This design comes from an exercise in tuning for small area, a short achievable clock period and few clock cycles per item on the open sky130 flow, not from production work.
At most, simulation tests tie the RTL to the original design; equivalence was not proved.
Function not checked in runs 1 to 5: the RTL went through the layout flow alone.
The flow treats the clock pin as an ideal source, which a real chip does not have.
Power figures rest on the tool's default switching activity, not on a simulated workload.

===== flow/run.sh =====
#!/bin/bash
# The standard layout with three changes:
#  - synthesis maps the logic with an area-oriented ABC script (flow/synth.tcl is the standard flow's
#    standard synthesis script with only ABC's script replaced by flow/abc_area.script);
#  - the port buffers are the platform's smallest plain buffer (buf_1) instead of the
#    default pick, a delay cell;
#  - clock tree synthesis is replaced by flow/clock.tcl: a few clock buffers, each at the
#    centre of a group of nearby flip-flops, driven directly by the clock port.
# Each tool's full output goes to a log of its own in this folder.
set -euo pipefail
HERE=$(pwd)
export MY_ABC_SCRIPT=$HERE/flow/abc_area.script
SYN="SYNTH_SCRIPT=$HERE/flow/synth.tcl"
PORTS="BUFFER_PORTS_ARGS=-buffer_cell sky130_fd_sc_hd__buf_1"
bash standard.sh "$SYN" "$PORTS" place > flow_place.log 2>&1
MARGIN=$(sed -n "s/^export SETUP_SLACK_MARGIN *= *//p" config.mk)
SETUP_SLACK_MARGIN=${MARGIN:-0} RES_DIR=orfs/results/$FLOW_PLATFORM/jpc_idecode/base \
  CLOCK_GROUPS=3 CLOCK_BUF=sky130_fd_sc_hd__clkbuf_8 \
  openroad -no_init -exit flow/clock.tcl > flow_clock.log 2>&1
bash standard.sh "$SYN" "$PORTS" finish > flow_finish.log 2>&1

===== constraint.sdc =====
create_clock -name core_clock -period 5.0 [get_ports {clk}]
set_input_delay 1.0000 -clock core_clock [delete_from_list [all_inputs] [get_ports {clk}]]
set_output_delay 1.0000 -clock core_clock [all_outputs]
set_load 0.01 [all_outputs]

===== flow/clock.tcl =====
# Clock distribution in place of ORFS's clock tree synthesis: the flip-flops are split into
# a few groups by position (k-means), and one clock buffer at the centre of each group drives
# that group's clock pins; the clock port drives only these buffers. Then the same timing
# repair and legalisation as ORFS's CTS step, and its outputs (4_1_cts.odb, 4_cts.sdc).
set res $::env(RES_DIR)
set k $::env(CLOCK_GROUPS)
set buf_cell $::env(CLOCK_BUF)
read_liberty $::env(FLOW_HOME)/platforms/sky130hd/lib/sky130_fd_sc_hd__tt_025C_1v80.lib
read_db $res/3_place.odb
read_sdc $res/3_place.sdc
source $::env(FLOW_HOME)/platforms/sky130hd/setRC.tcl

set block [ord::get_db_block]
set dbu [$block getDbUnitsPerMicron]

# clock pin of each flip-flop and its position in um
set pts {}
foreach pin [all_registers -clock_pins] {
  set bbox [[sta::sta_to_db_inst [get_cells -of_objects $pin]] getBBox]
  lappend pts [list $pin [expr {([$bbox xMin] + [$bbox xMax]) / 2.0 / $dbu}] \
                         [expr {([$bbox yMin] + [$bbox yMax]) / 2.0 / $dbu}]]
}
set n [llength $pts]

# k-means, seeded with points spread along x+y
set sorted [lsort -real -command {apply {{a b} {
  set d [expr {[lindex $a 1] + [lindex $a 2] - [lindex $b 1] - [lindex $b 2]}]
  expr {$d < 0 ? -1 : ($d > 0 ? 1 : 0)}}}} $pts]
set cents {}
for {set c 0} {$c < $k} {incr c} {
  set p [lindex $sorted [expr {int(($c + 0.5) * $n / $k)}]]
  lappend cents [list [lindex $p 1] [lindex $p 2]]
}
for {set it 0} {$it < 50} {incr it} {
  for {set c 0} {$c < $k} {incr c} { set grp($c) {}; set sx($c) 0.0; set sy($c) 0.0 }
  foreach p $pts {
    set best 0; set bd 1e30
    for {set c 0} {$c < $k} {incr c} {
      set dx [expr {[lindex $p 1] - [lindex $cents $c 0]}]
      set dy [expr {[lindex $p 2] - [lindex $cents $c 1]}]
      set d [expr {$dx * $dx + $dy * $dy}]
      if {$d < $bd} { set bd $d; set best $c }
    }
    lappend grp($best) [lindex $p 0]
    set sx($best) [expr {$sx($best) + [lindex $p 1]}]
    set sy($best) [expr {$sy($best) + [lindex $p 2]}]
  }
  set new {}
  for {set c 0} {$c < $k} {incr c} {
    set m [llength $grp($c)]
    if {$m == 0} { lappend new [lindex $cents $c] } else {
      lappend new [list [expr {$sx($c) / $m}] [expr {$sy($c) / $m}]]
    }
  }
  set cents $new
}

# final assignment with at most ceil(n/k) flip-flops per group: nearest pairs first
set cap [expr {($n + $k - 1) / $k}]
set pairs {}
foreach p $pts {
  for {set c 0} {$c < $k} {incr c} {
    set dx [expr {[lindex $p 1] - [lindex $cents $c 0]}]
    set dy [expr {[lindex $p 2] - [lindex $cents $c 1]}]
    lappend pairs [list [expr {$dx * $dx + $dy * $dy}] [lindex $p 0] $c [lindex $p 1] [lindex $p 2]]
  }
}
for {set c 0} {$c < $k} {incr c} { set grp($c) {}; set sx($c) 0.0; set sy($c) 0.0 }
set done [dict create]
foreach q [lsort -real -index 0 $pairs] {
  lassign $q d pin c x y
  if {[dict exists $done $pin] || [llength $grp($c)] >= $cap} { continue }
  dict set done $pin 1
  lappend grp($c) $pin
  set sx($c) [expr {$sx($c) + $x}]
  set sy($c) [expr {$sy($c) + $y}]
}
set cents {}
for {set c 0} {$c < $k} {incr c} {
  set m [llength $grp($c)]
  if {$m == 0} { lappend cents {0 0} } else { lappend cents [list [expr {$sx($c) / $m}] [expr {$sy($c) / $m}]] }
}

for {set c 0} {$c < $k} {incr c} {
  if {[llength $grp($c)] == 0} { continue }
  lassign [lindex $cents $c] x y
  puts "clock group $c: [llength $grp($c)] flip-flops, buffer at $x $y"
  set sta_buf [insert_buffer -buffer_cell $buf_cell -net clk -load_pins $grp($c) \
    -location [list $x $y] -buffer_name clkbuf_$c -net_name clknet_$c]
  set buf [sta::sta_to_db_inst $sta_buf]
  foreach term {A X} { [[$buf findITerm $term] getNet] setSigType CLOCK }
}

set_propagated_clock [all_clocks]
estimate_parasitics -placement
detailed_placement
estimate_parasitics -placement
set margin 0
if {[info exists ::env(SETUP_SLACK_MARGIN)]} { set margin $::env(SETUP_SLACK_MARGIN) }
repair_timing -setup -setup_margin $margin -repair_tns 100
repair_timing -hold -hold_margin 0
detailed_placement
check_placement -verbose
report_checks -path_delay max -group_path_count 5 -format end
report_check_types -max_slew -max_capacitance -violators
foreach pin [all_registers -clock_pins] {
  set s [get_property $pin slew_max]
  if {![info exists worst] || $s > $worst} { set worst $s }
}
puts "worst flip-flop clock slew (estimated): $worst"
write_db $res/4_1_cts.odb
write_sdc -no_timestamp $res/4_cts.sdc

===== flow/synth.tcl =====
proc synth {args} { yosys synth -nofsm -noshare {*}$args }
# Technology mapping with an area-oriented ABC script (flow/abc_area.script) in place of
# ORFS's; everything else is the standard synthesis.
proc abc {args} {
  set i [lsearch -exact $args -script]
  if {$i >= 0} { lset args [expr {$i + 1}] $::env(MY_ABC_SCRIPT) }
  yosys abc {*}$args
}
source $::env(SCRIPTS_DIR)/synth.tcl
# left out here: clear keep_hierarchy, flatten, clean up, hide names made inside functions, write 1_2_yosys.v

===== flow/abc_area.script =====
&get -n
&st
&dch
&nf
&put

===== design.v =====
module jpc_idecode(
    input  wire        clk,
    input  wire        rst,
    input  wire [31:0] instr_I,
    input  wire        instr_valid_I,
    input  wire        decode_ready_I,
    output wire        instr_ready_O,
    output wire [6:0]  opcode_O,
    output wire [2:0]  funct3_O,
    output wire [4:0]  rd_O,
    output wire [31:0] imm32_O,
    output wire [4:0]  rs1_O,
    output wire [4:0]  rs2_O,
    output wire [6:0]  funct7_O,
    output wire        ecall_O,
    output wire        ebreak_O,
    output wire        fence_O,
    output wire        fence_i_O,
    output wire        error_O,
    output reg         decode_valid_O
);
    assign instr_ready_O = decode_ready_I;
    always @(posedge clk or posedge rst) begin
        if (rst)
            decode_valid_O <= 1'b0;
        else
            decode_valid_O <= instr_valid_I & decode_ready_I;
    end
    wire [31:0] i  = instr_I;
    wire [6:0]  op = i[6:0];
    wire        s  = i[31];
    wire op_opimm = (op == 7'b0010011);
    wire op_load  = (op == 7'b0000011);
    wire op_jalr  = (op == 7'b1100111);
    wire op_store = (op == 7'b0100011);
    wire op_br    = (op == 7'b1100011);
    wire op_jal   = (op == 7'b1101111);
    wire op_lui   = (op == 7'b0110111);
    wire op_auipc = (op == 7'b0010111);
    wire op_op    = (op == 7'b0110011);
    wire op_sys   = (op == 7'b1110011);
    wire op_fence = (op == 7'b0001111);
    wire fmt_i = op_opimm | op_load | op_jalr;
    wire fmt_u = op_lui | op_auipc;
    wire upper_zero = (i[31:21] == 11'd0);
    wire d_imm0  = (fmt_i & i[20]) | (op_store & i[7]) | (fmt_u & i[12]);
    wire d_imm11 = ((fmt_i | op_store) & s) | (op_br & i[7]) | (op_jal & i[20]) | (fmt_u & i[23]);
    wire d_hi    = (fmt_i | op_store | op_br | op_jal) & s;
    wire d_ij    = fmt_i | op_jal;
    wire d_sb    = op_store | op_br;
    wire d_isbj  = fmt_i | op_store | op_br | op_jal;
    wire d_sysz  = op_sys & upper_zero;
    wire d_fen   = op_fence & (i[14:13] == 2'b00);
    wire d_err   = ~(fmt_i | op_store | op_br | op_jal | fmt_u | op_op | op_sys | op_fence)
                 | (op_jalr & (i[14:12] != 3'b000))
                 | (op_sys & ~upper_zero)
                 | (op_fence & (i[14:13] != 2'b00));
    reg [31:0] ir;
    reg        imm0_r, imm11_r, hi_r, ij_r, sb_r, isbj_r, j_r, u_r;
    reg        sysz_r, fen_r, err_r;
    always @(posedge clk) begin
        ir      <= instr_I;
        imm0_r  <= d_imm0;
        imm11_r <= d_imm11;
        hi_r    <= d_hi;
        ij_r    <= d_ij;
        sb_r    <= d_sb;
        isbj_r  <= d_isbj;
        j_r     <= op_jal;
        u_r     <= fmt_u;
        sysz_r  <= d_sysz;
        fen_r   <= d_fen;
        err_r   <= d_err;
    end
    assign opcode_O = ir[6:0];
    assign rd_O     = ir[11:7];
    assign funct3_O = ir[14:12];
    assign rs1_O    = ir[19:15];
    assign rs2_O    = ir[24:20];
    assign funct7_O = ir[31:25];
    assign imm32_O[0]     = imm0_r;
    assign imm32_O[4:1]   = ({4{ij_r}} & ir[24:21]) | ({4{sb_r}} & ir[11:8]) | ({4{u_r}} & ir[16:13]);
    assign imm32_O[10:5]  = ({6{isbj_r}} & ir[30:25]) | ({6{u_r}} & ir[22:17]);
    assign imm32_O[11]    = imm11_r;
    assign imm32_O[19:12] = {8{hi_r & ~j_r}} | ({8{j_r}} & ir[19:12]) | ({8{u_r}} & ir[31:24]);
    assign imm32_O[31:20] = {12{hi_r}};
    assign ecall_O   = sysz_r & ~ir[20];
    assign ebreak_O  = sysz_r &  ir[20];
    assign fence_O   = fen_r  & ~ir[12];
    assign fence_i_O = fen_r  &  ir[12];
    assign error_O   = err_r;
endmodule

===== standard.sh =====
#!/bin/bash
# synth_recipe.tcl (not shown) runs the flow's synth.tcl, then flattens the netlist and writes it again
# the make line also repeats each setting of config.mk as NAME=value (left out here)
make -C /OpenROAD-flow-scripts/flow DESIGN_CONFIG=/design/flow/config.mk WORK_HOME=/design/flow/orfs CLKGATE_MAP_FILE= SYNTH_SCRIPT=/design/flow/synth_recipe.tcl "${@:-finish}"

===== config.mk =====
export PLATFORM = sky130hd
export DESIGN_NAME = jpc_idecode
export DESIGN_NICKNAME = jpc_idecode
export VERILOG_FILES = /design/flow/design.v
export SDC_FILE = /design/flow/constraint.sdc
export NUM_CORES = 4
export LEC_CHECK = 0
export CAP_MARGIN = 20
export CORE_MARGIN = 2
export CORE_UTILIZATION = 40
export SETUP_SLACK_MARGIN = 2.65
export SLEW_MARGIN = 20

==> notes.md, run 1 <==
Crit path max-delay family flip-flops; Slew @ Worst Pin 0.4930 ns; leak pwr 0.6574 nW; initial antenna violation count 0; Final TNS setup 0 ns; outcome timing/DRC/antenna clean; DIE AREA just over 0.004 mm2; Die Width approximately 64 um; worst path cell trace nor2b_4 -> a221o_1 -> buf_1; Detailed Route Iter0 Violations 59; post-route clock period utilization 0.4562; utilization after layout 0.5423; DR WL/cell between 10 and 15 um; die height ~64 um; grt total ovfl 0; pin count of the biggest net entering global routing 19; DR pass1 iterations 5; Syn Inst Count ~130; Tot GR Track Use 0.1751; vias in the first global route 1236; YS warnings 1; Hold Violations, Final 0; Routed Antenna Nets 0; FF+latch count, synth 44; fmax 438.4 MHz; class of the most critical hold timing path in2async; area grow syn2layout 27.30%; Placer Congestion between 0.9 and 1; DRC 0; starting density of the core 0.4260; # diodes 0; register area share after synthesis 0.6135; Crit path buffers/inverters 1; DR vias 1352; Ports around 110; dpl hpwl ~3000 um; synthesized area per cell about 12 um2; overall routed net length ~3800 um; IO buf count 106; core area 0.003390 mm2; Clk pin slew, worst setup/hold paths 0.09 ns; CP Max Fanout 9; final setup vio count 0; worst endpoint required time 4.00 ns; Slew HR 0.6703; fin nets 257; min Tclk post-route between 2 and 2.5 ns; max cap viols 0; first-pass GRT wire length around 5800 um; Finished Layout Cells 265; post-synth cell types 27; Data arrival, critical path 1.28 ns; Slew Limit Fails 0; DR vias/cell 5.102; row cnt 21; Post-Syn Nets ~160; synthesized area roughly 0.0014 mm2; Crit path largest cell delay a little under 0.6 ns; Setup crit start kind flip-flop; slowest CP cell dfxtp_1; RSZ-0062 raised after global routing no; Placed Cells 262; PD cells about 300 mW/mm2; layout cell share with drive strength beyond 1 0.02740; Setup CP Type reg2out; VDD IR max 158.8 uV; Setup crit end kind primary output
cell families after synthesis:
group | Yosys count | share of synthesized area
and+or+nand+nor | 37 | 0.1473
buffers and inverters | 20 | 0.09099
DFF | 44 | 0.6135
AOI/OAI and AO/OA | 24 | 0.1482
flip-flops by register name, summed over array words and instances, names as in the netlist:
signal,flops
sb_r,1
isbj_r,1
sysz_r,1
decode_valid_O,1
imm11_r,1
ij_r,1
j_r,1
hi_r,1
fen_r,1
ir,32
imm0_r,1
err_r,1
u_r,1
cell usage after synthesis:
cell type,n,area share
clkinv_1,5,0.013
and2_0,4,0.017
dfrtp_1,1,0.017
a22oi_1,2,0.010
nor3b_1,1,0.0052
or3_1,2,0.0087
a222oi_1,4,0.028
or2_0,2,0.0087
nor2_1,3,0.0078
o21ai_0,1,0.0035
a21oi_1,1,0.0035
nor4_1,3,0.013
nand4b_1,1,0.0061
nand3_1,3,0.010
nand3b_1,1,0.0052
nand2b_1,1,0.0043
buf_4,15,0.078
dfxtp_1,43,0.60
a221o_1,8,0.055
nor3_1,6,0.021
o32ai_1,1,0.0061
o31ai_1,1,0.0052
nand4_1,1,0.0043
nand4bb_1,1,0.0078
nor2b_1,4,0.017
a22o_1,6,0.036
nand2_1,4,0.010
routing by layer:
layer | vias to the layer above | GRT usage | part of all wire
li1 | 635 | - | -
met1 | 630 | 0.2230 | 0.40
met2 | 82 | 0.3229 | 0.49
met3 | 5 | 0.01937 | 0.097
met4 | 0 | 0.02446 | 0.014
met5 | - | 0 | 0
report_power, final:
part / switching (mW) / total, mW / internal, mW
combinational: 0.0316 / 0.0514 / 0.0198
clock: 0.0828 / 0.138 / 0.0553
sequential: 0.0116 / 0.378 / 0.366
cell type report:
class | instances | area, um2
Multi-Input combinational cell | 61 | 434.2
Clock buffer | 3 | 41.29
Sequential cell | 44 | 888.4
Inverter | 5 | 18.77
Timing Repair Buffer | 106 | 397.9
Tap cell | 46 | 57.56
Fill cell | 351 | 1551
how the worst max path moves through the flow:
stage,startpoint,to,depth (start not counted)
finish,j_r$_DFF_P_,imm32_O[16],3
global route,instr_I[2],err_r$_DFF_P_,5
detailed placement,instr_I[2],err_r$_DFF_P_,5
global placement,hi_r$_DFF_P_,imm32_O[12],3
floorplan,decode_ready_I,instr_ready_O,1
stage by stage:
stage	power (mW)	setup WS (ns)	area [um2]	hold WS [ns]
6_report	0.5673	2.719	1838	0.6463
5_1_grt	0.5969	2.658	1838	0.6322
3_5_place_dp	0.4372	2.621	1787	0.8171
3_3_place_gp	0.4354	2.661	1787	0.8056
2_1_floorplan	0.4065	2.881	1444	0.7228
cells in the final DEF, fill, tap and decap left out:
| cell | synthesis | routed |
|---|---|---|
| a21oi_1 | 1 | 1 |
| or2_0 | 2 | 2 |
| nor2b_1 | 4 | 3 |
| nor2_1 | 3 | 3 |
| dfrtp_1 | 1 | 1 |
| nand4b_1 | 1 | 1 |
| nor4_1 | 3 | 3 |
| nor3_1 | 6 | 6 |
| nand2b_1 | 1 | 1 |
| nand2_1 | 4 | 4 |
| nand3b_1 | 1 | 1 |
| a22o_1 | 6 | 6 |
| a221o_1 | 8 | 8 |
| and2_0 | 4 | 4 |
| o31ai_1 | 1 | 1 |
| nor2b_4 | 0 | 1 |
| nand3_1 | 3 | 3 |
| dfxtp_2 | 0 | 2 |
| o32ai_1 | 1 | 1 |
| buf_1 | 0 | 106 |
| or3_1 | 2 | 2 |
| clkbuf_8 | 0 | 3 |
| a22oi_1 | 2 | 2 |
| clkinv_1 | 5 | 5 |
| nor3b_1 | 1 | 1 |
| o21ai_0 | 1 | 1 |
| dfxtp_1 | 43 | 41 |
| nand4_1 | 1 | 1 |
| nand4bb_1 | 1 | 1 |
| a222oi_1 | 4 | 4 |
==> run 2: changes to the inputs <==
--- a/design.v
+++ b/design.v
@@ -46,8 +46,6 @@
     wire d_imm0  = (fmt_i & i[20]) | (op_store & i[7]) | (fmt_u & i[12]);
     wire d_imm11 = ((fmt_i | op_store) & s) | (op_br & i[7]) | (op_jal & i[20]) | (fmt_u & i[23]);
-    wire d_hi    = (fmt_i | op_store | op_br | op_jal) & s;
     wire d_ij    = fmt_i | op_jal;
     wire d_sb    = op_store | op_br;
-    wire d_isbj  = fmt_i | op_store | op_br | op_jal;
     wire d_sysz  = op_sys & upper_zero;
     wire d_fen   = op_fence & (i[14:13] == 2'b00);
@@ -57,5 +55,5 @@
                  | (op_fence & (i[14:13] != 2'b00));
     reg [31:0] ir;
-    reg        imm0_r, imm11_r, hi_r, ij_r, sb_r, isbj_r, j_r, u_r;
+    reg        imm0_r, imm11_r, ij_r, sb_r, j_r, u_r;
     reg        sysz_r, fen_r, err_r;
     always @(posedge clk) begin
@@ -63,8 +61,6 @@
         imm0_r  <= d_imm0;
         imm11_r <= d_imm11;
-        hi_r    <= d_hi;
         ij_r    <= d_ij;
         sb_r    <= d_sb;
-        isbj_r  <= d_isbj;
         j_r     <= op_jal;
         u_r     <= fmt_u;
@@ -79,10 +75,11 @@
     assign rs2_O    = ir[24:20];
     assign funct7_O = ir[31:25];
+    wire   isbj_r = ij_r | sb_r;
     assign imm32_O[0]     = imm0_r;
     assign imm32_O[4:1]   = ({4{ij_r}} & ir[24:21]) | ({4{sb_r}} & ir[11:8]) | ({4{u_r}} & ir[16:13]);
     assign imm32_O[10:5]  = ({6{isbj_r}} & ir[30:25]) | ({6{u_r}} & ir[22:17]);
     assign imm32_O[11]    = imm11_r;
-    assign imm32_O[19:12] = {8{hi_r & ~j_r}} | ({8{j_r}} & ir[19:12]) | ({8{u_r}} & ir[31:24]);
-    assign imm32_O[31:20] = {12{hi_r}};
+    assign imm32_O[19:12] = {8{isbj_r & ~j_r & ir[31]}} | ({8{j_r}} & ir[19:12]) | ({8{u_r}} & ir[31:24]);
+    assign imm32_O[31:20] = {12{isbj_r & ir[31]}};
     assign ecall_O   = sysz_r & ~ir[20];
     assign ebreak_O  = sysz_r &  ir[20];
==> run 2 against run 1 <==
Cell count rose by 4.2%. Sequential share of layout area fell by 2.8 points. Worst hold slack barely moved. Non-clock buffer count rose by 5. Global-route usage rose by 0.16 points. Maximum frequency rose by 1.9%. Largest power group unchanged. Highest routed layer unchanged. Final area rose by 1.8%. Total power fell by 3.1%. Synthesized cell count rose by 4.0%. Area after synthesis fell by 2.6%. Clock power fell by 3%.
==> notes.md, run 2 <==
DR vias 1360 (was 1352); Placed Area 0.001758 mm2 (was 0.001787 mm2); async set-or-reset flop fraction in the synthesized netlist 0.02381 (was 0.02273); Top FF cell, synth dfxtp_1 (unchanged); utilization after layout 0.5565 (was 0.5423); Finished Layout Cells 276 (was 265); VDD IR max 163.7 uV (was 158.8 uV); Post-Syn Nets 166 (was 161); DIE AREA 0.004006 mm2 (was 0.004106 mm2); Pint 425.9 uW (was 441.3 uW); outcome timing/DRC/antenna clean (unchanged); Clock power frac 0.244 (was 0.243); DR pass1 iterations 4 (was 5); pin count of the biggest net entering global routing 19 (unchanged); min Tclk post-route 2.237 ns (was 2.281 ns); Final TNS setup 0 ns (unchanged); # diodes 0 (unchanged); row cnt 21 (unchanged); core area 0.003363 mm2 (was 0.003390 mm2); DR WL/cell 14.04 um (was 14.22 um); Net Sw Frac 0.2249 (was 0.2221); initial antenna violation count 0 (unchanged); DR vias/cell 4.928 (was 5.102); post-route clock period utilization 0.4475 (was 0.4562); sequential power share 0.656 (was 0.666); vias in the first global route 1239 (was 1236); class of the most critical hold timing path in2async (unchanged); Routed Antenna Nets 0 (unchanged); dpl hpwl 3065 um (was 2986 um); Hold Violations, Final 0 (unchanged); synthesized area 0.001406 mm2 (was 0.001444 mm2); register area share after synthesis 0.6014 (was 0.6135); synthesized area per cell 10.82 um2 (was 11.55 um2); Placer Congestion 0.8116 (was 0.9175); Yosys top cell by area dfxtp_1 (unchanged); Sw Pwr 123.6 uW (was 126.0 uW); fin nets 268 (was 257); Commonest cells post-synth 41 x dfxtp_1, 14 x buf_4, 11 x nand2_1 (was 43 x dfxtp_1, 15 x buf_4, 8 x a221o_1); Setup crit start kind input port (was flip-flop); first-pass GRT wire length 5837 um (was 5830 um); Syn Inst Count 130 (was 125); EDFF count, synth 0 (unchanged); layout cell share with drive strength beyond 1 0.06957 (was 0.02740); FF+latch count, synth 42 (was 44); grt total ovfl 0 (unchanged); area grow syn2layout 33.10% (was 27.30%); most frequent cells in the layout 105 x buf_1, 38 x dfxtp_1, 11 x nand2_1 (was 106 x buf_1, 41 x dfxtp_1, 8 x a221o_1); top-count cell post-synth dfxtp_1 (unchanged); YS warnings 1 (unchanged); most common cell after layout, fill and taps aside buf_1 (unchanged); Slew Limit Fails 0 (unchanged); post-route cell area 0.001872 mm2 (was 0.001838 mm2); worst endpoint required time 5.06 ns (was 4.00 ns); starting density of the core 0.4182 (was 0.4260); Slew @ Worst Pin 0.4758 ns (was 0.4930 ns); Setup crit end kind flip-flop (was primary output); PD cells 293.5 mW/mm2 (was 308.6 mW/mm2); DRC 0 (unchanged); ranking of synthesized cells by area dfxtp_1 58%, buf_4 7.5%, a22oi_1 4.8%, a22o_1 3.7%, a222oi_1 3.6% (was dfxtp_1 60%, buf_4 7.8%, a221o_1 5.5%, a22o_1 3.6%, a222oi_1 2.8%); Die Width 63.30 um (was 64.08 um); overall routed net length 3875 um (was 3769 um); Detailed Route Iter0 Violations 78 (was 59); leak pwr 0.7121 nW (was 0.6574 nW); Setup CP Type in2reg (was reg2out); Data arrival, critical path 2.30 ns (was 1.28 ns); die height 63.30 um (was 64.08 um); post-synth cell types 25 (was 27); max cap viols 0 (unchanged); final hold slack 0.6463 ns (about the same); Synth top area share 0.5836 (was 0.5962); Ports 107 (unchanged); logic gate share of total power 0.100 (was 0.091); final setup vio count 0 (unchanged); Clk pin slew, worst setup/hold paths 0.08 ns (was 0.09 ns); RSZ-0062 raised after global routing no (unchanged); Placed Cells 268 (was 262); fmax 447.0 MHz (was 438.4 MHz); max reg flops 32 (unchanged); IO buf count 106 (unchanged); CP Max Fanout 7 (was 9); Tot GR Track Use 0.1767 (was 0.1751); Slew HR 0.6821 (was 0.6703)
-- run 2: final timing paths --
| check | start | to | slack (ns) | cells after the start |
|---|---|---|---|---|
| max in group asynchronous | rst | decode_valid_O$_DFF_PP0_ | 4.27 | 2 |
| min in group core_clock | instr_I[16] | ir[16]$_DFF_P_ | 0.94 | 1 |
| worst max-delay path | instr_I[2] | err_r$_DFF_P_ | 2.76 | 6 |
| worst min-delay path | rst | decode_valid_O$_DFF_PP0_ | 0.65 | 2 |
-- run 2: worst max-delay path, stage by stage --
cell	delay, ns
buf_1	0.14
nand4bb_4	0.22
o32a_1	0.21
nand2b_1	0.09
or4_1	0.45
o21ai_0	0.19
-- run 2: kinds of logic (layout without fill, tap and decap cells) --
family          Yosys count  in the layout  synth area share
compound gates           26             26            0.1459
buf+inv                  20            120           0.09075
flops                    42             42            0.6014
simple gates             42             42            0.1619
-- run 2: metrics by stage --
stage / setup WS, ns / power [mW]
floorplan: 2.747 / 0.3890
global placement: 2.492 / 0.4192
detailed placement: 2.393 / 0.4201
finish: 2.763 / 0.5494
global route: 2.637 / 0.5770
-- run 2: cell type report --
class	count	area (um2)
tap	46	57.56
fill	345	1491
sequential	42	852.1
timing repair buffer	111	436.7
inverter	6	22.52
multi-input combinational	68	461.7
clock buffer	3	41.29
-- run 2: per-layer routing --
metal	wire (um)	vias up	track usage
li1	-	656	-
met1	1560	621	0.2169
met2	1945	78	0.3271
met3	325	5	0.02143
met4	44	0	0.04348
met5	0	-	0
-- run 2: power groups by stage --
stage               combinational, mW  sequential, mW  clock [mW]
detailed placement             0.0516           0.368           0
global route                   0.0600           0.362       0.155
global placement               0.0510           0.368           0
floorplan                      0.0158           0.373           0
finish                         0.0548           0.360       0.134
==> run 3: changes to the inputs <==
--- a/config.mk
+++ b/config.mk
@@ -9,4 +9,5 @@
 export CORE_MARGIN = 2
 export CORE_UTILIZATION = 40
+export PLACE_DENSITY = 0.8
 export SETUP_SLACK_MARGIN = 2.65
 export SLEW_MARGIN = 20
==> run 3 against run 2 <==
Routed wire length decreased by 7.2%. Die area is the same. Via count is 0.22% higher. Maximum frequency shrank 1.0%. Combinational power decreased by 4.2%. First-iteration DRC count fell by 6.4%. Non-clock buffer count fell by 2. Worst hold slack got worse by 0.0013 ns. Critical path depth is 1 lower. Area after synthesis stayed put. Critical endpoint is now imm32_O[12]. Largest cell class unchanged.
==> notes.md, run 3 <==
register area share after synthesis 0.6014 (unchanged); async set-or-reset flop fraction in the synthesized netlist 0.02381 (unchanged); Tot GR Track Use 0.1720 (was 0.1767); # fillers 337 (was 345); most frequent cells in the layout 106 x buf_1, 38 x dfxtp_1, 11 x nand2_1 (was 105 x buf_1, 38 x dfxtp_1, 11 x nand2_1); top-count cell post-synth dfxtp_1 (unchanged); Setup crit end kind primary output (was flip-flop); Ports 107 (unchanged); synthesized area per cell 10.82 um2 (unchanged); overall routed net length 3595 um (was 3875 um); compound-cell area share of the yosys netlist 0.1459 (unchanged); Syn Inst Count 130 (unchanged); outcome timing/DRC/antenna clean (unchanged); Setup CP Type reg2out (was in2reg); VDD IR max 222.7 uV (was 163.7 uV); IO buf count 106 (unchanged); fmax 442.5 MHz (was 447.0 MHz); DR pass1 iterations 4 (unchanged); Hold Violations, Final 0 (unchanged); Post-Syn Nets 166 (unchanged); utilization after layout 0.5476 (was 0.5565); initial antenna violation count 0 (unchanged); PD cells 299.2 mW/mm2 (was 293.5 mW/mm2); starting density of the core 0.4182 (unchanged); FF+latch count, synth 42 (unchanged); Detailed Route Iter0 Violations 73 (was 78); DR WL/cell 13.12 um (was 14.04 um); Slew @ Worst Pin 0.5003 ns (was 0.4758 ns); DR vias 1363 (was 1360); Top FF cell, synth dfxtp_1 (unchanged); min Tclk post-route 2.260 ns (was 2.237 ns); ranking of synthesized cells by area dfxtp_1 58%, buf_4 7.5%, a22oi_1 4.8%, a22o_1 3.7%, a222oi_1 3.6% (unchanged); DIE AREA 0.004006 mm2 (unchanged); first-pass GRT wire length 5637 um (was 5837 um); synthesized area 0.001406 mm2 (unchanged); leak pwr 0.6954 nW (was 0.7121 nW); Placer Congestion 0.8666 (was 0.8116); # diodes 0 (unchanged); YS warnings 1 (unchanged); vias in the first global route 1226 (was 1239); grt total ovfl 0 (unchanged); max cap viols 0 (unchanged); DR vias/cell 4.974 (was 4.928); die height 63.30 um (unchanged); worst endpoint required time 4.00 ns (was 5.06 ns); DRC 0 (unchanged); RSZ-0062 raised after global routing yes (was no); simple-gate share of the synthesized area 0.1619 (unchanged); Yosys top cell by area dfxtp_1 (unchanged); Synth top area share 0.5836 (unchanged); core area 0.003363 mm2 (unchanged); Post-Synth XOR/XNOR Area 0 (unchanged); CP Max Fanout 8 (was 7); Setup crit start kind flip-flop (was input port); Slew Limit Fails 0 (unchanged); most common cell after layout, fill and taps aside buf_1 (unchanged); Die Width 63.30 um (unchanged); fin nets 266 (was 268); max reg flops 32 (unchanged); post-route clock period utilization 0.4520 (was 0.4475); Clk pin slew, worst setup/hold paths 0.08 ns (about the same); dpl hpwl 2918 um (was 3065 um); total power 551.0 uW (was 549.4 uW); Routed Antenna Nets 0 (unchanged); layout cell share with drive strength beyond 1 0.05702 (was 0.06957); dpl ws 2.467 ns (was 2.393 ns); Final TNS setup 0 ns (unchanged); final worst setup slack 2.740 ns (was 2.763 ns); largest family of logic cells by synthesized area simple AND/OR/NAND/NOR gates (unchanged); pin count of the biggest net entering global routing 19 (unchanged); Post-Synth Adder-Cell Area 0 (unchanged); Commonest cells post-synth 41 x dfxtp_1, 14 x buf_4, 11 x nand2_1 (unchanged); row cnt 21 (unchanged); post-synth cell types 25 (unchanged); EDFF count, synth 0 (unchanged); Data arrival, critical path 1.26 ns (was 2.30 ns); area grow syn2layout 30.96% (was 33.10%); mux cell area share after synthesis 0 (unchanged); final hold slack 0.6450 ns (was 0.6463 ns); Slew HR 0.6657 (was 0.6821); final setup vio count 0 (unchanged); CP Launch Point ij_r$_DFF_P_ (was instr_I[2]); class of the most critical hold timing path in2async (unchanged)
-- run 3: cell types whose count changed in the layout (fill, tap and decap cells not counted) --
cell / before / now
buf_4: 5 / 3
buf_1: 105 / 106
clkbuf_2: 1 / 0
dfxtp_2: 2 / 3
dfxtp_4: 1 / 0
nand4bb_2: 0 / 1
nand4bb_4: 1 / 0
-- run 3: worst max-delay path, stage by stage, from the launching register on --
cell	delay [ns]
dfxtp_2	0.35
or2_4	0.28
and2_4	0.19
nand2b_4	0.10
nand2_1	0.07
buf_1	0.13
-- run 3: cell families (layout without fill, tap and decap cells) --
family,count (synthesis),count (layout)
AO/OA/AOI/OAI,26,26
buffers and inverters,20,118
flip-flops,42,42
AND/OR/NAND/NOR,42,42
-- run 3: final cells by class --
cell class,count,area [um2],area share
sequential,42,849.6,0.4613
multi-input combinational,68,450.4,0.2446
timing repair buffer,109,420.4,0.2283
tap,46,57.56,0.03125
clock buffer,3,41.29,0.02242
inverter,6,22.52,0.01223
-- run 3: power by group --
part / internal (mW) / switching [mW]
registers: 0.350 / 0.0111
logic: 0.0203 / 0.0322
clock network: 0.0553 / 0.0823
total: 0.425 / 0.126
-- run 3: worst max-delay path by stage --
| stage | to | slack (ns) | depth (start not counted) |
|---|---|---|---|
| after detailed placement | imm32_O[12] | 2.47 | 5 |
| after global placement | imm32_O[12] | 2.52 | 5 |
| after floorplan | imm32_O[12] | 2.75 | 4 |
| after global routing | err_r$_DFF_P_ | 2.65 | 6 |
| final | imm32_O[12] | 2.74 | 5 |
-- run 3: per-stage QoR --
| step | instances | area, um2 |
|---|---|---|
| after floorplan | 130 | 1408 |
| after global placement | 268 | 1758 |
| after detailed placement | 268 | 1758 |
| after global routing | 274 | 1842 |
| final | 274 | 1842 |
-- run 3: per-layer routing --
metal / GRT usage / share of wire / up-vias
met1: 0.2120 / 0.40 / 627
met4: 0.01359 / 0.0081 / 0
met2: 0.3285 / 0.50 / 81
met3: 0.02500 / 0.096 / 2
met5: 0 / 0 / -
li1: - / - / 653
==> run 4: changes to the inputs <==
--- a/design.v
+++ b/design.v
@@ -46,4 +46,5 @@
     wire d_imm0  = (fmt_i & i[20]) | (op_store & i[7]) | (fmt_u & i[12]);
     wire d_imm11 = ((fmt_i | op_store) & s) | (op_br & i[7]) | (op_jal & i[20]) | (fmt_u & i[23]);
+    wire d_mid   = (fmt_i | op_store | op_br) & s;
     wire d_ij    = fmt_i | op_jal;
     wire d_sb    = op_store | op_br;
@@ -55,5 +56,5 @@
                  | (op_fence & (i[14:13] != 2'b00));
     reg [31:0] ir;
-    reg        imm0_r, imm11_r, ij_r, sb_r, j_r, u_r;
+    reg        imm0_r, imm11_r, mid_r, ij_r, sb_r, j_r, u_r;
     reg        sysz_r, fen_r, err_r;
     always @(posedge clk) begin
@@ -61,4 +62,5 @@
         imm0_r  <= d_imm0;
         imm11_r <= d_imm11;
+        mid_r   <= d_mid;
         ij_r    <= d_ij;
         sb_r    <= d_sb;
@@ -75,11 +77,11 @@
     assign rs2_O    = ir[24:20];
     assign funct7_O = ir[31:25];
-    wire   isbj_r = ij_r | sb_r;
+    wire   isbj = ij_r | sb_r;
     assign imm32_O[0]     = imm0_r;
     assign imm32_O[4:1]   = ({4{ij_r}} & ir[24:21]) | ({4{sb_r}} & ir[11:8]) | ({4{u_r}} & ir[16:13]);
-    assign imm32_O[10:5]  = ({6{isbj_r}} & ir[30:25]) | ({6{u_r}} & ir[22:17]);
+    assign imm32_O[10:5]  = ({6{isbj}} & ir[30:25]) | ({6{u_r}} & ir[22:17]);
     assign imm32_O[11]    = imm11_r;
-    assign imm32_O[19:12] = {8{isbj_r & ~j_r & ir[31]}} | ({8{j_r}} & ir[19:12]) | ({8{u_r}} & ir[31:24]);
-    assign imm32_O[31:20] = {12{isbj_r & ir[31]}};
+    assign imm32_O[19:12] = {8{mid_r}} | ({8{j_r}} & ir[19:12]) | ({8{u_r}} & ir[31:24]);
+    assign imm32_O[31:20] = {12{isbj & ir[31]}};
     assign ecall_O   = sysz_r & ~ir[20];
     assign ebreak_O  = sysz_r &  ir[20];
--- a/config.mk
+++ b/config.mk
@@ -9,5 +9,4 @@
 export CORE_MARGIN = 2
 export CORE_UTILIZATION = 40
-export PLACE_DENSITY = 0.8
 export SETUP_SLACK_MARGIN = 2.65
 export SLEW_MARGIN = 20
==> run 4 against run 3 <==
Total power rose by 2.0%. Combinational power barely moved. Cell count fell by 3.3%. Routed wire length rose by 8.0%. Area after synthesis rose by 2.4%. Sequential cell count rose by 1. Die area rose by 2.2%. Still clean.
==> notes.md, run 4 <==
Detailed Route Iter0 Violations 130 (was 73); dpl hpwl 3118 um (was 2918 um); EDFF count, synth 0 (unchanged); register area share after synthesis 0.6012 (was 0.6014); post-synth cell types 29 (was 25); DR vias/cell 5.158 (was 4.974); Net Sw Frac 0.2295 (was 0.2279); VDD IR max 138.2 uV (was 222.7 uV); fmax 443.8 MHz (was 442.5 MHz); most common cell after layout, fill and taps aside buf_1 (unchanged); Sw Pwr 129.0 uW (was 125.6 uW); PD cells 306.0 mW/mm2 (was 299.2 mW/mm2); DR vias 1367 (was 1363); Post-Syn Nets 160 (was 166); Slew HR 0.5970 (was 0.6657); Slew @ Worst Pin 0.6027 ns (was 0.5003 ns); post-route clock period utilization 0.4506 (was 0.4520); max reg flops 32 (unchanged); # diodes 0 (unchanged); most frequent cells in the layout 106 x buf_1, 41 x dfxtp_1, 8 x a221o_1 (was 106 x buf_1, 38 x dfxtp_1, 11 x nand2_1); Synth top area share 0.5838 (was 0.5836); Yosys top cell by area dfxtp_1 (unchanged); Setup crit end kind primary output (unchanged); RSZ-0062 raised after global routing yes (unchanged); DIE AREA 0.004096 mm2 (was 0.004006 mm2); max cap viols 0 (unchanged); YS warnings 1 (unchanged); row cnt 21 (unchanged); Data arrival, critical path 1.25 ns (was 1.26 ns); first-pass GRT wire length 5837 um (was 5637 um); vias in the first global route 1225 (was 1226); Tot GR Track Use 0.1759 (was 0.1720); CP Capture Point imm32_O[1] (was imm32_O[12]); final setup vio count 0 (unchanged); CP Launch Point u_r$_DFF_P_ (was ij_r$_DFF_P_); core area 0.003390 mm2 (was 0.003363 mm2); async set-or-reset flop fraction in the synthesized netlist 0.02326 (was 0.02381); Finished Layout Cells 265 (was 274); logic gate share of total power 0.094 (was 0.095); Commonest cells post-synth 42 x dfxtp_1, 14 x buf_4, 8 x a221o_1 (was 41 x dfxtp_1, 14 x buf_4, 11 x nand2_1); IO buf count 106 (unchanged); Placer Congestion 0.8664 (was 0.8666); synthesized area per cell 11.61 um2 (was 10.82 um2); grt total ovfl 0 (unchanged); Top FF cell, synth dfxtp_1 (unchanged); layout cell share with drive strength beyond 1 0.02740 (was 0.05702); Slew Limit Fails 0 (unchanged); Clock power frac 0.249 (was 0.250); Syn Inst Count 124 (was 130); synthesized area 0.001440 mm2 (was 0.001406 mm2); min Tclk post-route 2.253 ns (was 2.260 ns); Clk pin slew, worst setup/hold paths 0.09 ns (was 0.08 ns); FF+latch count, synth 43 (was 42); leak pwr 0.6654 nW (was 0.6954 nW); class of the most critical hold timing path in2async (unchanged); Pint 433.1 uW (was 425.5 uW); ranking of synthesized cells by area dfxtp_1 58%, buf_4 7.3%, a221o_1 5.6%, a22o_1 4.3%, a222oi_1 2.8% (was dfxtp_1 58%, buf_4 7.5%, a22oi_1 4.8%, a22o_1 3.7%, a222oi_1 3.6%); area grow syn2layout 27.54% (was 30.96%); DR WL/cell 14.66 um (was 13.12 um); Ports 107 (unchanged); Placed Cells 262 (was 268); DRC 0 (unchanged); Final TNS setup 0 ns (unchanged); worst endpoint required time 4.00 ns (about the same); Hold Violations, Final 0 (unchanged); Setup crit start kind flip-flop (unchanged); die height 64 um (was 63.30 um); top-count cell post-synth dfxtp_1 (unchanged); CP Max Fanout 18 (was 8); Setup CP Type reg2out (unchanged); Die Width 64 um (was 63.30 um); Routed Antenna Nets 0 (unchanged); starting density of the core 0.4249 (was 0.4182); DR pass1 iterations 4 (unchanged); initial antenna violation count 0 (unchanged); fin nets 257 (was 266); pin count of the biggest net entering global routing 19 (unchanged); overall routed net length 3884 um (was 3595 um); outcome timing/DRC/antenna clean (unchanged); sequential power share 0.657 (was 0.655)
-- run 4: cell types whose count changed after synthesis, moves of 3 or more --
cell      delta
a221o_1      +8
nand2b_1     -3
nand2_1      -9
a22oi_1      -8
-- run 4: logic make-up (layout without fill, tap and decap cells) --
| kind of cell | after synthesis | after routing | share of synthesized area |
|---|---|---|---|
| DFF | 43 | 43 | 0.6012 |
| and+or+nand+nor | 34 | 34 | 0.1416 |
| AOI/OAI and AO/OA | 27 | 27 | 0.1686 |
| buffers and inverters | 20 | 115 | 0.08862 |
-- run 4: worst min-delay path by stage --
stage               start                       end  slack, ns
global route          rst  decode_valid_O$_DFF_PP0_       0.64
detailed placement    rst  decode_valid_O$_DFF_PP0_       0.81
floorplan             rst  decode_valid_O$_DFF_PP0_       0.72
global placement      rst  decode_valid_O$_DFF_PP0_       0.81
finish                rst  decode_valid_O$_DFF_PP0_       0.64
-- run 4: layout make-up --
| cell class | count | area, um2 |
|---|---|---|
| Inverter | 6 | 22.52 |
| Fill cell | 340 | 1553 |
| Clock buffer | 3 | 41.29 |
| Timing Repair Buffer | 106 | 397.9 |
| Multi-Input combinational cell | 61 | 450.4 |
| Sequential cell | 43 | 867.1 |
| Tap cell | 46 | 57.56 |
-- run 4: per-layer routing --
layer  share of wire  GRT usage  vias up
met5               0          0        -
met4          0.0054    0.01630        0
met3           0.093    0.01585        3
met2            0.50     0.3320       85
met1            0.40     0.2236      633
li1                -          -      646
-- run 4: worst max-delay path: stages, from the launching register on --
cell      delay, ns
dfxtp_2        0.43
a222oi_1       0.43
clkinv_1       0.10
buf_1          0.14
-- run 4: power by group through the flow --
stage / Clock, mW / Sequential [mW] / Combinational (mW)
global placement: 0 / 0.377 / 0.0520
detailed placement: 0 / 0.377 / 0.0529
finish: 0.140 / 0.369 / 0.0527
floorplan: 0 / 0.382 / 0.0161
global route: 0.155 / 0.371 / 0.0578
-- run 4: through the flow --
step	worst slack (ns)	hold slack (ns)	cell area [um2]	utilization	total power, mW
global route	2.615	0.6403	1837	0.5419	0.5840
detailed placement	2.588	0.8131	1790	0.5282	0.4300
finish	2.747	0.6427	1837	0.5419	0.5621
floorplan	2.679	0.7228	1440	-	0.3977
global placement	2.677	0.8065	1790	0.5282	0.4287
==> run 5: changes to the inputs <==
--- a/config.mk
+++ b/config.mk
@@ -9,4 +9,5 @@
 export CORE_MARGIN = 2
 export CORE_UTILIZATION = 40
+export PLACE_DENSITY = 0.8
 export SETUP_SLACK_MARGIN = 2.65
 export SLEW_MARGIN = 20
==> run 5 against run 4 <==
Still clean. Core utilization did not move. Sequential power barely moved. Worst hold slack got worse by 0.0035 ns. Critical path type is now in2out.
==> notes.md, run 5 <==
outcome timing/DRC/antenna clean (unchanged); overall routed net length 3633 um (was 3884 um); leak pwr 0.6656 nW (was 0.6654 nW); VDD IR max 263.2 uV (was 138.2 uV); Setup CP Type in2out (was reg2out); Hold Violations, Final 0 (unchanged); Setup crit start kind input port (was flip-flop); Routed Antenna Nets 0 (unchanged); final worst setup slack 2.769 ns (was 2.747 ns); Clk pin slew, worst setup/hold paths 0.09 ns (about the same); DR WL/cell 13.71 um (was 14.66 um); starting density of the core 0.4249 (unchanged); Slew HR 0.6112 (was 0.5970); final hold slack 0.6392 ns (was 0.6427 ns); worst path cell trace buf_1 -> buf_1 (was a222oi_1 -> clkinv_1 -> buf_1); max cap viols 0 (unchanged); post-route clock period utilization 0.4462 (was 0.4506); Crit path largest cell delay 0.15 ns (was 0.43 ns); DR vias/cell 5.034 (was 5.158); core area 0.003390 mm2 (unchanged); Finished Layout Cells 265 (unchanged); synthesized area 0.001440 mm2 (unchanged); register area share after synthesis 0.6012 (unchanged); row cnt 21 (unchanged); Crit path buffers/inverters 2 (unchanged); Crit path max-delay family buffers and inverters (was flip-flops); Synth top area share 0.5838 (unchanged); DR vias 1334 (was 1367); Tot GR Track Use 0.1639 (was 0.1759); Final TNS setup 0 ns (unchanged); Placed Area 0.001790 mm2 (unchanged); die height 64 um (unchanged); RSZ-0062 raised after global routing no (was yes); class of the most critical hold timing path in2async (unchanged); area grow syn2layout 27.54% (unchanged); Top FF cell, synth dfxtp_1 (unchanged); vias in the first global route 1126 (was 1225); most common cell after layout, fill and taps aside buf_1 (unchanged); Post-Syn Nets 160 (unchanged); Placed Cells 262 (unchanged); DR pass1 iterations 4 (unchanged); final setup vio count 0 (unchanged); DRC 0 (unchanged); ranking of synthesized cells by area dfxtp_1 58%, buf_4 7.3%, a221o_1 5.6%, a22o_1 4.3%, a222oi_1 2.8% (unchanged); Yosys top cell by area dfxtp_1 (unchanged); most frequent cells in the layout 106 x buf_1, 41 x dfxtp_1, 8 x a221o_1 (unchanged); CP Max Fanout 2 (was 18); Detailed Route Iter0 Violations 86 (was 130); worst endpoint required time 4.00 ns (about the same); Commonest cells post-synth 42 x dfxtp_1, 14 x buf_4, 8 x a221o_1 (unchanged); top-count cell post-synth dfxtp_1 (unchanged); grt total ovfl 0 (unchanged); Syn Inst Count 124 (unchanged); Data arrival, critical path 1.23 ns (was 1.25 ns); min Tclk post-route 2.231 ns (was 2.253 ns); post-synth cell types 29 (unchanged); PD cells 305.2 mW/mm2 (was 306.0 mW/mm2); Die Width 64 um (unchanged); Slew Limit Fails 0 (unchanged); fmax 448.3 MHz (was 443.8 MHz); utilization after layout 0.5419 (unchanged); Slew @ Worst Pin 0.5815 ns (was 0.6027 ns); dpl hpwl 2869 um (was 3118 um); dpl ws 2.634 ns (was 2.588 ns); fin nets 257 (unchanged); EDFF count, synth 0 (unchanged); initial antenna violation count 0 (unchanged); Placer Congestion 0.8511 (was 0.8664); Setup crit end kind primary output (unchanged); YS warnings 1 (unchanged); slowest CP cell buf_1 (was dfxtp_2); DIE AREA 0.004096 mm2 (unchanged); synthesized area per cell 11.61 um2 (unchanged); first-pass GRT wire length 5416 um (was 5837 um); layout cell share with drive strength beyond 1 0.02740 (unchanged); max reg flops 32 (unchanged); post-route cell area 0.001837 mm2 (unchanged); FF+latch count, synth 43 (unchanged); Ports 107 (unchanged); total power 560.6 uW (was 562.1 uW); # diodes 0 (unchanged); cell mode on critical path buf_1; pin count of the biggest net entering global routing 19 (unchanged); IO buf count 106 (unchanged); async set-or-reset flop fraction in the synthesized netlist 0.02326 (unchanged)
-- run 5: kinds of logic after synthesis --
kind of cell           share of synthesized area
flip-flops                                0.6012
buffers and inverters                    0.08862
AO/OA/AOI/OAI                             0.1686
AND/OR/NAND/NOR                           0.1416
-- run 5: area by class of cell --
type | instances | area [um2]
Clock buffer | 3 | 41.29
Fill cell | 330 | 1553
Inverter | 6 | 22.52
Multi-Input combinational cell | 61 | 450.4
Sequential cell | 43 | 867.1
Tap cell | 46 | 57.56
Timing Repair Buffer | 106 | 397.9
-- run 5: path summary, 6_finish.rpt --
check | startpoint | end | cells past startpoint
setup / recovery | decode_ready_I | instr_ready_O | 2
hold / removal | rst | decode_valid_O$_DFF_PP0_ | 2
max in group asynchronous | rst | decode_valid_O$_DFF_PP0_ | 2
min in group core_clock | instr_I[8] | ir[8]$_DFF_P_ | 1
-- run 5: routing by layer --
layer / vias to the layer above / GRT usage / wire length, um
met2: 93 / 0.2995 / 1746
li1: 647 / - / -
met1: 589 / 0.2126 / 1429
met4: 0 / 0.01630 / 38
met3: 5 / 0.01937 / 418
met5: - / 0 / 0
-- run 5: power by group --
| part | switching (mW) | leakage [nW] | total, mW | internal (mW) |
|---|---|---|---|---|
| logic | 0.0326 | 0.280 | 0.0524 | 0.0198 |
| clock network | 0.0838 | 0.0216 | 0.139 | 0.0553 |
| registers | 0.0111 | 0.364 | 0.369 | 0.358 |
==> run 6: changes to the inputs <==
--- a/design.v
+++ b/design.v
@@ -46,7 +46,9 @@
     wire d_imm0  = (fmt_i & i[20]) | (op_store & i[7]) | (fmt_u & i[12]);
     wire d_imm11 = ((fmt_i | op_store) & s) | (op_br & i[7]) | (op_jal & i[20]) | (fmt_u & i[23]);
+    wire d_hi    = (fmt_i | op_store | op_br | op_jal) & s;
     wire d_mid   = (fmt_i | op_store | op_br) & s;
     wire d_ij    = fmt_i | op_jal;
     wire d_sb    = op_store | op_br;
+    wire d_isbj  = fmt_i | op_store | op_br | op_jal;
     wire d_sysz  = op_sys & upper_zero;
     wire d_fen   = op_fence & (i[14:13] == 2'b00);
@@ -56,5 +58,5 @@
                  | (op_fence & (i[14:13] != 2'b00));
     reg [31:0] ir;
-    reg        imm0_r, imm11_r, mid_r, ij_r, sb_r, j_r, u_r;
+    reg        imm0_r, imm11_r, hi_r, mid_r, ij_r, sb_r, isbj_r, j_r, u_r;
     reg        sysz_r, fen_r, err_r;
     always @(posedge clk) begin
@@ -62,7 +64,9 @@
         imm0_r  <= d_imm0;
         imm11_r <= d_imm11;
+        hi_r    <= d_hi;
         mid_r   <= d_mid;
         ij_r    <= d_ij;
         sb_r    <= d_sb;
+        isbj_r  <= d_isbj;
         j_r     <= op_jal;
         u_r     <= fmt_u;
@@ -77,11 +81,10 @@
     assign rs2_O    = ir[24:20];
     assign funct7_O = ir[31:25];
-    wire   isbj = ij_r | sb_r;
     assign imm32_O[0]     = imm0_r;
     assign imm32_O[4:1]   = ({4{ij_r}} & ir[24:21]) | ({4{sb_r}} & ir[11:8]) | ({4{u_r}} & ir[16:13]);
-    assign imm32_O[10:5]  = ({6{isbj}} & ir[30:25]) | ({6{u_r}} & ir[22:17]);
+    assign imm32_O[10:5]  = ({6{isbj_r}} & ir[30:25]) | ({6{u_r}} & ir[22:17]);
     assign imm32_O[11]    = imm11_r;
     assign imm32_O[19:12] = {8{mid_r}} | ({8{j_r}} & ir[19:12]) | ({8{u_r}} & ir[31:24]);
-    assign imm32_O[31:20] = {12{isbj & ir[31]}};
+    assign imm32_O[31:20] = {12{hi_r}};
     assign ecall_O   = sysz_r & ~ir[20];
     assign ebreak_O  = sysz_r &  ir[20];
--- a/config.mk
+++ b/config.mk
@@ -6,8 +6,8 @@
 export NUM_CORES = 4
 export LEC_CHECK = 0
-export CAP_MARGIN = 20
+export CAP_MARGIN = 0
 export CORE_MARGIN = 2
 export CORE_UTILIZATION = 40
 export PLACE_DENSITY = 0.8
 export SETUP_SLACK_MARGIN = 2.65
-export SLEW_MARGIN = 20
+export SLEW_MARGIN = 0
==> run 6 against run 5 <==
Largest power group unchanged. Highest routed layer unchanged. Routed wire length rose by 0.19%. Maximum frequency rose by 0.23%. Total power rose by 3.0%. Area after synthesis rose by 1.7%. Sequential share of layout area rose by 1.8 points. Cell count did not move. Global-route usage fell by 0.14 points. Final area rose by 0.68%. Via count rose by 0.37%. Setup slack improved by 0.0052 ns. Sequential cell count rose by 2.
==> notes.md, run 6 <==
outcome timing/DRC/antenna clean (unchanged); most frequent cells in the layout 106 x buf_1, 43 x dfxtp_1, 8 x a221o_1 (was 106 x buf_1, 41 x dfxtp_1, 8 x a221o_1); final setup vio count 0 (unchanged); Crit path buffers/inverters 2 (unchanged); Routed Antenna Nets 0 (unchanged); Top FF cell, synth dfxtp_1 (unchanged); pin count of the biggest net entering global routing 19 (unchanged); final worst setup slack 2.774 ns (was 2.769 ns); Placed Cells 262 (unchanged); Setup crit end kind primary output (unchanged); grt total ovfl 0 (unchanged); leak pwr 0.6594 nW (was 0.6656 nW); Clk pin slew, worst setup/hold paths 0.10 ns (was 0.09 ns); ranking of synthesized cells by area dfxtp_1 60%, buf_4 7.7%, a221o_1 5.5%, a22o_1 3.6%, a222oi_1 2.7% (was dfxtp_1 58%, buf_4 7.3%, a221o_1 5.6%, a22o_1 4.3%, a222oi_1 2.8%); layout cell share with drive strength beyond 1 0.01826 (was 0.02740); dpl ws 2.658 ns (was 2.634 ns); FF+latch count, synth 45 (was 43); CP Max Fanout 2 (unchanged); DR pass1 iterations 4 (unchanged); DIE AREA 0.004160 mm2 (was 0.004096 mm2); DR vias/cell 5.053 (was 5.034); # diodes 0 (unchanged); max reg flops 32 (unchanged); Slew HR 0.6824 (was 0.6112); initial antenna violation count 0 (unchanged); Post-Syn Nets 161 (was 160); vias in the first global route 1168 (was 1126); PD cells 312.4 mW/mm2 (was 305.2 mW/mm2); Syn Inst Count 125 (was 124); first-pass GRT wire length 5368 um (was 5416 um); register area share after synthesis 0.6188 (was 0.6012); Pint 449.2 uW (was 433.1 uW); IO buf count 106 (unchanged); synthesized area 0.001464 mm2 (was 0.001440 mm2); top-count cell post-synth dfxtp_1 (unchanged); Net Sw Frac 0.2224 (was 0.2274); Setup crit start kind input port (unchanged); most common cell after layout, fill and taps aside buf_1 (unchanged); post-route cell area 0.001849 mm2 (was 0.001837 mm2); area grow syn2layout 26.32% (was 27.54%); final hold slack 0.6228 ns (was 0.6392 ns); min Tclk post-route 2.226 ns (was 2.231 ns); Synth top area share 0.6017 (was 0.5838); Commonest cells post-synth 44 x dfxtp_1, 15 x buf_4, 8 x a221o_1 (was 42 x dfxtp_1, 14 x buf_4, 8 x a221o_1); Crit path max-delay family buffers and inverters (unchanged); Sw Pwr 128.5 uW (was 127.5 uW); dpl hpwl 2885 um (was 2869 um); synthesized area per cell 11.71 um2 (was 11.61 um2); core area 0.003416 mm2 (was 0.003390 mm2); post-route clock period utilization 0.4451 (was 0.4462); EDFF count, synth 0 (unchanged); RSZ-0062 raised after global routing no (unchanged); Finished Layout Cells 265 (unchanged); Tot GR Track Use 0.1625 (was 0.1639); row cnt 21 (unchanged); Placer Congestion 0.8491 (was 0.8511); DR vias 1339 (was 1334); utilization after layout 0.5414 (was 0.5419); # fillers 320 (was 330); YS warnings 1 (unchanged); DRC 0 (unchanged); Yosys top cell by area dfxtp_1 (unchanged); Data arrival, critical path 1.23 ns (about the same); fin nets 257 (unchanged); Setup CP Type in2out (unchanged); Ports 107 (unchanged); VDD IR max 149.2 uV (was 263.2 uV); post-synth cell types 29 (unchanged); DR WL/cell 13.74 um (was 13.71 um); total power 577.7 uW (was 560.6 uW); Crit path largest cell delay 0.15 ns (about the same); Slew @ Worst Pin 0.4753 ns (was 0.5815 ns); Clock power frac 0.246 (was 0.248); Slew Limit Fails 0 (unchanged); cell mode on critical path buf_1 (unchanged); async set-or-reset flop fraction in the synthesized netlist 0.02222 (was 0.02326); logic gate share of total power 0.087 (was 0.093); sequential power share 0.667 (was 0.658); Die Width 64.50 um (was 64 um); class of the most critical hold timing path in2async (unchanged); worst endpoint required time 4.00 ns (about the same); Detailed Route Iter0 Violations 46 (was 86); Final TNS setup 0 ns (unchanged); max cap viols 0 (unchanged); Placed Area 0.001807 mm2 (was 0.001790 mm2); fmax 449.3 MHz (was 448.3 MHz); overall routed net length 3640 um (was 3633 um); die height 64.50 um (was 64 um); slowest CP cell buf_1 (unchanged); worst path cell trace buf_1 -> buf_1 (unchanged); Hold Violations, Final 0 (unchanged); starting density of the core 0.4286 (was 0.4249)
## run 6: kinds of logic (layout without fill, tap and decap cells)
group           count (synthesis)  after routing  synth area share
simple gates                   34             34            0.1333
buf+inv                        20            114           0.08975
flops                          45             45            0.6188
compound gates                 26             26            0.1581
## run 6: final timing paths
kind,from,endpoint,slack [ns],cells after the start
max,decode_ready_I,instr_ready_O,2.77,2
min,rst,decode_valid_O$_DFF_PP0_,0.62,2
max in group asynchronous,rst,decode_valid_O$_DFF_PP0_,4.30,2
min in group core_clock,instr_I[17],ir[17]$_DFF_P_,0.93,1
## run 6: layout make-up
| class | instances | area [um2] | area share |
|---|---|---|---|
| flip-flops and latches | 45 | 907.1 | 0.4905 |
| multi-input cells | 60 | 426.7 | 0.2307 |
| repair buffers | 106 | 397.9 | 0.2152 |
| well taps | 46 | 57.56 | 0.03112 |
| clock buffers | 3 | 41.29 | 0.02233 |
| inverters | 5 | 18.77 | 0.01015 |
## run 6: power groups by stage
stage | Clock [mW] | Combinational (mW) | Sequential (mW)
after global routing | 0.159 | 0.0552 | 0.388
after global placement | 0 | 0.0498 | 0.394
final | 0.142 | 0.0501 | 0.386
after floorplan | 0 | 0.0156 | 0.399
after detailed placement | 0 | 0.0504 | 0.394
## run 6: routing by layer
| metal | vias to the layer above | part of all wire | routed length (um) | global-route usage |
|---|---|---|---|---|
| met2 | 92 | 0.47 | 1718 | 0.2969 |
| met1 | 605 | 0.39 | 1410 | 0.1958 |
| met4 | 0 | 0.0085 | 31 | 0.01330 |
| li1 | 639 | - | - | - |
| met3 | 3 | 0.13 | 479 | 0.04861 |
| met5 | - | 0 | 0 | 0 |
Testbench counts of run 6, summed over its fixed seeds: cycles 12,646, items 12,000.
==> run 7: changes to the inputs <==
==> design.v (replaced) <==
module jpc_idecode(
    input  wire        clk,
    input  wire        rst,
    input  wire [31:0] instr_I,
    input  wire        instr_valid_I,
    input  wire        decode_ready_I,
    output wire        instr_ready_O,
    output wire [6:0]  opcode_O,
    output wire [2:0]  funct3_O,
    output wire [4:0]  rd_O,
    output reg  [31:0] imm32_O,
    output wire [4:0]  rs1_O,
    output wire [4:0]  rs2_O,
    output wire [6:0]  funct7_O,
    output reg         ecall_O,
    output reg         ebreak_O,
    output reg         fence_O,
    output reg         fence_i_O,
    output reg         error_O,
    output reg         decode_valid_O
);
    reg [31:0] instr_reg;
    assign instr_ready_O = decode_ready_I;
    always @(posedge clk)
        instr_reg <= instr_I;
    always @(posedge clk or posedge rst) begin
        if (rst)
            decode_valid_O <= 1'b0;
        else
            decode_valid_O <= instr_valid_I & decode_ready_I;
    end
    assign opcode_O = instr_reg[6:0];
    assign rd_O     = instr_reg[11:7];
    assign funct3_O = instr_reg[14:12];
    assign rs1_O    = instr_reg[19:15];
    assign rs2_O    = instr_reg[24:20];
    assign funct7_O = instr_reg[31:25];
    always @(*) begin
        imm32_O   = 32'b0;
        ecall_O   = 1'b0;
        ebreak_O  = 1'b0;
        fence_O   = 1'b0;
        fence_i_O = 1'b0;
        error_O   = 1'b0;
        case (instr_reg[6:0])
            7'b0010011, 7'b0000011:
                imm32_O = {{20{instr_reg[31]}}, instr_reg[31:20]};
            7'b1100111: begin
                imm32_O = {{20{instr_reg[31]}}, instr_reg[31:20]};
                if (instr_reg[14:12] != 3'b000)
                    error_O = 1'b1;
            end
            7'b1100011:
                imm32_O = {{19{instr_reg[31]}}, instr_reg[31], instr_reg[7], instr_reg[30:25], instr_reg[11:8], 1'b0};
            7'b0100011:
                imm32_O = {{20{instr_reg[31]}}, instr_reg[31:25], instr_reg[11:7]};
            7'b0110111, 7'b0010111:
                imm32_O = {12'b0, instr_reg[31:12]};
            7'b0110011:
                imm32_O = 32'b0;
            7'b1101111:
                imm32_O = {{11{instr_reg[31]}}, instr_reg[31], instr_reg[19:12], instr_reg[20], instr_reg[30:21], 1'b0};
            7'b1110011: begin
                if (instr_reg[31:20] == 12'd0)
                    ecall_O = 1'b1;
                else if (instr_reg[31:20] == 12'd1)
                    ebreak_O = 1'b1;
                else
                    error_O = 1'b1;
            end
            7'b0001111: begin
                case (instr_reg[14:12])
                    3'b000:  fence_O = 1'b1;
                    3'b001:  fence_i_O = 1'b1;
                    default: error_O = 1'b1;
                endcase
            end
            default:
                error_O = 1'b1;
        endcase
    end
endmodule
--- a/config.mk
+++ b/config.mk
@@ -6,8 +6,7 @@
 export NUM_CORES = 4
 export LEC_CHECK = 0
-export CAP_MARGIN = 0
+export CAP_MARGIN = 20
 export CORE_MARGIN = 2
 export CORE_UTILIZATION = 40
-export PLACE_DENSITY = 0.8
 export SETUP_SLACK_MARGIN = 2.65
-export SLEW_MARGIN = 0
+export SLEW_MARGIN = 20
==> run 7 against run 6 <==
Setup slack got worse by 0.52 ns. Combinational power increased by 32%. Clock-buffer cell count unchanged. Highest routed layer unchanged. Sequential share of layout area decreased by 15 points. Critical endpoint is now imm32_O[31].
==> notes.md, run 7 <==
Clk pin slew, worst setup/hold paths 0.08 ns (was 0.10 ns); Hold Violations, Final 0 (unchanged); overall routed net length 4438 um (was 3640 um); class of the most critical hold timing path in2async (unchanged); Post-Syn Nets 160 (was 161); synthesized area 0.001267 mm2 (was 0.001464 mm2); DIE AREA 0.003635 mm2 (was 0.004160 mm2); Ports 107 (unchanged); most common cell after layout, fill and taps aside buf_1 (unchanged); RSZ-0062 raised after global routing yes (was no); worst path cell trace nand3b_1 -> buf_6 -> nor2_2 -> or4_4 -> and2_4 -> clkbuf_2 (was buf_1 -> buf_1); utilization after layout 0.6781 (was 0.5414); max reg flops 32 (unchanged); leak pwr 0.8562 nW (was 0.6594 nW); Setup CP Type reg2out (was in2out); slowest CP cell or4_4 (was buf_1); Placer Congestion 0.7947 (was 0.8491); die height 60.29 um (was 64.50 um); worst endpoint required time 4.00 ns (about the same); first-pass GRT wire length 6182 um (was 5368 um); Slew @ Worst Pin 0.5751 ns (was 0.4753 ns); Sw Pwr 121.9 uW (was 128.5 uW); fmax 364.5 MHz (was 449.3 MHz); pin count of the biggest net entering global routing 12 (was 19); core area 0.003028 mm2 (was 0.003416 mm2); VDD IR max 181.1 uV (was 149.2 uV); layout cell share with drive strength beyond 1 0.3182 (was 0.01826); Slew HR 0.6140 (was 0.6824); Detailed Route Iter0 Violations 73 (was 46); Yosys top cell by area dfxtp_1 (unchanged); dpl hpwl 2875 um (was 2885 um); sequential power share 0.604 (was 0.667); post-synth cell types 28 (was 29); outcome timing/DRC/antenna clean (unchanged); CP Max Fanout 8 (was 2); DRC 0 (unchanged); post-route clock period utilization 0.5487 (was 0.4451); YS warnings 1 (unchanged); Final TNS setup 0 ns (unchanged); most frequent cells in the layout 82 x buf_1, 23 x dfxtp_1, 15 x buf_4 (was 106 x buf_1, 43 x dfxtp_1, 8 x a221o_1); dpl ws 2.245 ns (was 2.658 ns); Pint 362.3 uW (was 449.2 uW); Crit path largest cell delay 0.55 ns (was 0.15 ns); fin nets 280 (was 257); Tot GR Track Use 0.2240 (was 0.1625); min Tclk post-route 2.743 ns (was 2.226 ns); Die Width 60.29 um (was 64.50 um); DR pass1 iterations 5 (was 4); Commonest cells post-synth 32 x dfxtp_1, 12 x buf_4, 12 x nand3_1 (was 44 x dfxtp_1, 15 x buf_4, 8 x a221o_1); final setup vio count 0 (unchanged); EDFF count, synth 0 (unchanged); Placed Area 0.001674 mm2 (was 0.001807 mm2); ranking of synthesized cells by area dfxtp_1 51%, buf_4 7.1%, a22o_1 6.9%, a22oi_1 5.9%, nand3_1 4.7% (was dfxtp_1 60%, buf_4 7.7%, a221o_1 5.5%, a22o_1 3.6%, a222oi_1 2.7%); DR vias 1479 (was 1339); logic gate share of total power 0.137 (was 0.087); area grow syn2layout 61.99% (was 26.32%); # fillers 254 (was 320); vias in the first global route 1314 (was 1168); IO buf count 106 (unchanged); max cap viols 0 (unchanged); Syn Inst Count 124 (was 125); Data arrival, critical path 1.74 ns (was 1.23 ns); register area share after synthesis 0.5252 (was 0.6188); FF+latch count, synth 33 (was 45); Net Sw Frac 0.2518 (was 0.2224); row cnt 20 (was 21); synthesized area per cell 10.22 um2 (was 11.71 um2); post-route cell area 0.002053 mm2 (was 0.001849 mm2); Clock power frac 0.259 (was 0.246); Routed Antenna Nets 0 (unchanged); top-count cell post-synth dfxtp_1 (unchanged); Setup crit start kind flip-flop (was input port); initial antenna violation count 0 (unchanged); final worst setup slack 2.257 ns (was 2.774 ns); Setup crit end kind primary output (unchanged); Synth top area share 0.5054 (was 0.6017); Slew Limit Fails 0 (unchanged); starting density of the core 0.4186 (was 0.4286); PD cells 235.8 mW/mm2 (was 312.4 mW/mm2); Top FF cell, synth dfxtp_1 (unchanged); DR vias/cell 5.171 (was 5.053); total power 484.2 uW (was 577.7 uW); grt total ovfl 0 (unchanged); # diodes 0 (unchanged); async set-or-reset flop fraction in the synthesized netlist 0.03030 (was 0.02222); DR WL/cell 15.52 um (was 13.74 um)
[run 7: changes by cell type after synthesis, sizes merged, moves of 5 or more]
cell	before	now
dfxtp	44	32
nand3	3	12
a22oi	2	10
a221o	8	1
a21o	0	5
nor2	4	9
[run 7: final timing paths]
check	from	to	slack (ns)	cells past startpoint
max	instr_reg[5]$_DFF_P_	imm32_O[31]	2.26	6
min	rst	decode_valid_O$_DFF_PP0_	0.65	2
max in group asynchronous	rst	decode_valid_O$_DFF_PP0_	4.27	2
min in group core_clock	instr_I[19]	instr_reg[19]$_DFF_P_	0.94	1
[run 7: power by group through the flow]
stage	sequential [mW]	clock [mW]	combinational [mW]
floorplan	0.303	0	0.0186
global placement	0.300	0	0.0482
finish	0.293	0.125	0.0663
global route	0.294	0.138	0.0724
detailed placement	0.300	0	0.0486
[run 7: final cells by class]
cell class                      count  area, um2  share of cell area
Tap cell                           44      55.05             0.02681
Sequential cell                    33      691.9              0.3370
Clock buffer                        3      41.29             0.02011
Timing Repair Buffer              124      605.6              0.2949
Multi-Input combinational cell     81      655.6              0.3193
Inverter                            1      3.754            0.001828
[run 7: metrics by stage]
step                      cells  hold WS, ns
after floorplan             124       0.7228
after global routing        286       0.6532
final                       286       0.6484
after global placement      262       0.8055
after detailed placement    262       0.8065
[run 7: cell families (layout without fill, tap and decap cells)]
kind of cell | after synthesis | after routing | share of synthesized area
compound gates | 33 | 33 | 0.2004
buf+inv | 13 | 128 | 0.07404
flops | 33 | 33 | 0.5252
simple gates | 45 | 48 | 0.2004
[run 7: routing by layer]
| metal | global-route usage | vias up | wire length, um |
|---|---|---|---|
| met5 | 0 | - | 0 |
| met2 | 0.3835 | 87 | 2179 |
| met3 | 0.03463 | 8 | 373 |
| li1 | - | 701 | - |
| met4 | 0.05714 | 0 | 69 |
| met1 | 0.2922 | 683 | 1816 |
[run 7: worst max-delay path: cells and delay by family (launching register included)]
family	cells	cell delay, ns
DFF	1	0.37
and+or+nand+nor	4	0.96
buffers and inverters	2	0.27
Testbench counts of run 7, summed over its fixed seeds: cycles 12,646, items 12,000.

Re-timed with assumed drivers on the ports (clkbuf_16 on the clock, buf_2 on other inputs), run 7 has 2.212 ns of setup slack against 2.257 ns with ideal ports, and 2.394 ns once port delays also move by the mid clock arrival of 0.182 ns.
